Context: an optimization exercise on an open-source flow, tuned for small area and a short achievable clock period. The choices shown serve that exercise and are no tape-out recipe.
RTL that was checked went through simulation tests only; none was proved equivalent to the original.
Power figures rest on the tool's default switching activity, not on a simulated workload.

==> flow/design.v <==
`timescale 1ns / 1ps
module xcore (
      input             clk,
      input             rst,
      output reg [8:0]  pc,
      input [31:0]      instruction,
      output            ram_sel,
      output            ram_we,
      output [8:0]      ram_addr,
      output [31:0]     ram_wdata,
      input [31:0]      ram_rdata,
      output            trap
      );
   reg [31:0] regA, regB;
   reg [2:0]  regC;
   reg [31:0] regf [0:15];
   wire [3:0] op = instruction[31:28];
   wire op_sub  = op == 4'd2;
   wire op_shft = op == 4'd3;
   wire op_and  = op == 4'd4;
   wire op_xor  = op == 4'd5;
   wire op_ldih = op == 4'd7;
   wire alu     = op[3:1] == 3'b000 || op[3:1] == 3'b001 || op[3:1] == 3'b010;   
   wire load    = op == 4'd6 || op == 4'd7 || op == 4'd8 || op == 4'd10;
   wire store   = op == 4'd9 || op == 4'd11;
   wire branch  = op[3:2] == 2'b11;
   wire immop   = op == 4'd0 || op == 4'd3 || op == 4'd6 || op == 4'd7;
   wire busop   = op == 4'd1 || op == 4'd2 || op == 4'd4 || op == 4'd5 || op[3:2] == 2'b10;
   wire viab    = op[3:1] == 3'b101;   
   wire sumop   = !(op_shft || op_and || op_xor || store);   
   function [4:0] dec;    
      input [9:0] a;
      reg hi;
      begin
         hi = a[9] && a[8:5] == 4'd0;
         dec = {a[9] && !hi || hi && a[4] && a[3:1] != 3'd0,
                hi && !a[4], hi && a[4:0] == 5'd16, hi && a[4:0] == 5'd17, hi};
      end
   endfunction
   wire [4:0] di = dec(instruction[9:0]);
   wire [4:0] dh = dec(regA[9:0]);
   wire [4:0] db = dec(regB[9:0]);
   assign ram_sel   = viab ? !regB[9] : busop && !instruction[9];
   assign trap      = viab ? db[4] : busop && di[4];
   assign ram_we    = store;
   assign ram_addr  = viab ? regB[8:0] : instruction[8:0];
   assign ram_wdata = regA;
   wire is_rf = viab ? db[3] : di[3];
   wire is_rb = viab ? db[2] : op_ldih ? dh[2] : di[2];
   wire is_rc = viab ? db[1] : op_ldih ? dh[1] : di[1];
   wire [31:0] imm = op_ldih ? {instruction[15:0], regA[15:0]} : {{4{instruction[27]}}, instruction[27:0]};
   wire [3:0]  ra = viab ? regB[3:0] : instruction[3:0];
   wire [31:0] m0 = ra[3] ? (ra[2] ? regf[12] : regf[8]) : (ra[2] ? regf[4] : regf[0]);
   wire [31:0] m1 = ra[3] ? (ra[2] ? regf[13] : regf[9]) : (ra[2] ? regf[5] : regf[1]);
   wire [31:0] m2 = ra[3] ? (ra[2] ? regf[14] : regf[10]) : (ra[2] ? regf[6] : regf[2]);
   wire [31:0] m3 = ra[3] ? (ra[2] ? regf[15] : regf[11]) : (ra[2] ? regf[7] : regf[3]);
   wire [31:0] rf_rd = ra[1] ? (ra[0] ? m3 : m2) : (ra[0] ? m1 : m0);
   wire s_imm = immop && !is_rb && !is_rc;
   wire s_ram = ram_sel;
   wire s_rf  = busop && is_rf;
   wire [31:0] operand = ({32{is_rb}} & regB) | ({32{is_rc}} & {29'd0, regC}) |
                         ({32{s_imm}} & imm) | ({32{s_ram}} & ram_rdata) |
                         ({32{s_rf}} & rf_rd) | {32{branch}};
   wire [31:0] aa = load ? 32'd0 : (op_sub ? ~regA : regA);
   wire [31:0] p  = aa ^ operand;
   wire [31:0] g  = aa & operand;
   reg  [31:0] gk, pk;
   integer l, j;
   always @* begin
      gk = g;
      pk = p;
      for (l = 1; l < 32; l = l * 2)
        for (j = 31; j >= l; j = j - 1) begin
           gk[j] = gk[j] | (pk[j] & gk[j-l]);
           pk[j] = pk[j] & pk[j-l];
        end
   end
   wire [31:0] c = {gk[30:0], 1'b0};    
   wire [31:0] ps = p ^ {32{op_sub}};
   wire shl = is_rb ? regB[31] : !is_rc && instruction[27];    
   reg [31:0] e;
   always @* begin
      if (op_shft)
        e = shl ? {regA[30:0], 1'b0} : {regA[31], regA[31:1]};
      else if (op_and)
        e = g;
      else if (op_xor)
        e = p;
      else
        e = regA;
   end
   wire [31:0] x0 = sumop ? ps : e;
   wire [31:0] x1 = sumop ? ~ps : e;
   wire [31:0] nA;
   genvar k;
   generate for (k = 0; k < 32; k = k + 1) begin : sel
      assign nA[k] = c[k] ? x1[k] : x0[k];
   end endgenerate
   wire fx = op_sub ? ~(aa[31] & operand[31]) : (aa[31] | operand[31]);
   wire [2:0] fa0 = {ps[31], 2'b00};
   wire [2:0] fa1 = {~ps[31], ~fx, fx};
   wire [2:0] farith = c[31] ? fa1 : fa0;
   reg  [2:0] flags;
   always @* begin
      if (op_shft)
        flags = shl ? {regA[30], regA[31] ^ regA[30], regA[31]} : {regA[31], 2'b00};
      else if (op_and)
        flags = {g[31], 2'b00};
      else if (op_xor)
        flags = {p[31], 2'b00};
      else
        flags = farith;
   end
   wire a_zero = regA == 32'd0;
   wire taken = branch && (op[1] ? !a_zero : a_zero);
   always @(posedge clk, posedge rst)
     if (rst) begin
        pc <= 9'd0;
        regA <= 32'd0;
        regB <= 32'd0;
        regC <= 3'd0;
     end else begin
        pc <= taken ? (op[0] ? regB[8:0] : instruction[8:0]) : pc + 9'd1;
        regA <= nA;
        if (alu)
          regC <= flags;
        if (store && is_rb)
          regB <= regA;
     end
   always @(posedge clk)
     if (store && is_rf)
       regf[ra] <= regA;
endmodule
Settings: LEC_CHECK=0, ABC_AREA=1, CAP_MARGIN=20, CORE_MARGIN=2, CORE_UTILIZATION=55, SETUP_SLACK_MARGIN=3.5, SLEW_MARGIN=20, TNS_END_PERCENT=5; clock period 8.5 ns.
standard.sh (not shown) runs the stock make flow with config.mk's settings and CLKGATE_MAP_FILE= SYNTH_SCRIPT=/design/flow/synth_recipe.tcl, a recipe that flattens the netlist after the stock synthesis.
==> flow/flow/run.sh <==
#!/bin/bash
# The standard ORFS layout (standard.sh), with extra ORFS settings:
# plain buffers on the ports and no dummy loads in the clock tree.
# make's output goes to flow_make.log; each ORFS step keeps its own log
# under orfs/logs/.
set -euo pipefail
bash standard.sh \
  "BUFFER_PORTS_ARGS=-buffer_cell sky130_fd_sc_hd__buf_2" \
  "CTS_ARGS=-sink_clustering_enable -repair_clock_nets -dont_use_dummy_load -buf_list sky130_fd_sc_hd__clkbuf_8" \
  finish > flow_make.log 2>&1
Then changed:
--- a/flow/design.v
+++ b/flow/design.v
@@ -68,11 +68,16 @@
    integer l, j;
    always @* begin
       gk = g;
       pk = p;
       for (l = 1; l < 32; l = l * 2)
-        for (j = 31; j >= l; j = j - 1) begin
+        for (j = 2*l-1; j < 32; j = j + 2*l) begin
+           gk[j] = gk[j] | (pk[j] & gk[j-l]);
+           pk[j] = pk[j] & pk[j-l];
+        end
+      for (l = 8; l >= 1; l = l / 2)
+        for (j = 3*l-1; j < 32; j = j + 2*l) begin
            gk[j] = gk[j] | (pk[j] & gk[j-l]);
            pk[j] = pk[j] & pk[j-l];
         end
    end
    wire [31:0] c = {gk[30:0], 1'b0};    
The changed run completed without violations.
Power went down by 3.3%.
Sequential power stays flat.
Area after synthesis shrinks by 5.7%.
Flip-flop and latch count stays the same.
Setup slack is worse by 0.061 ns.
Sequential share of layout area rises by 1.1 points.
Routed wire length is lower by 3.8%.
Function not checked in the second run of this note: the RTL went through the layout flow alone.

-- what the ideal ports hide --
How much do the figures lean on ideal ports? The routed layouts below were timed once more, with nothing changed but the port constraints. Step 1 assumes that a clkbuf_16 drives the clock port and a buf_2 every other input. Step 2, shift: input delay + t, output delay - t, t = (earliest + latest rising clock arrival at the registers) / 2. This alone moves slack from input paths to output paths. a / b / c = no drivers / after step 1 / after step 2; a / b = the first two.
run	t, ns	setup slack, ns	worst slew at a driven data input, ns
the first run	0.711	3.542 / 3.516 / 2.863	0.06
the second run	0.722	3.481 / 3.497 / 2.777	0.06
After both steps setup and hold are still met in every run listed. The setup slack of the second run, which loses most, moves by +0.016 ns with the drivers and by -0.704 ns with both steps.
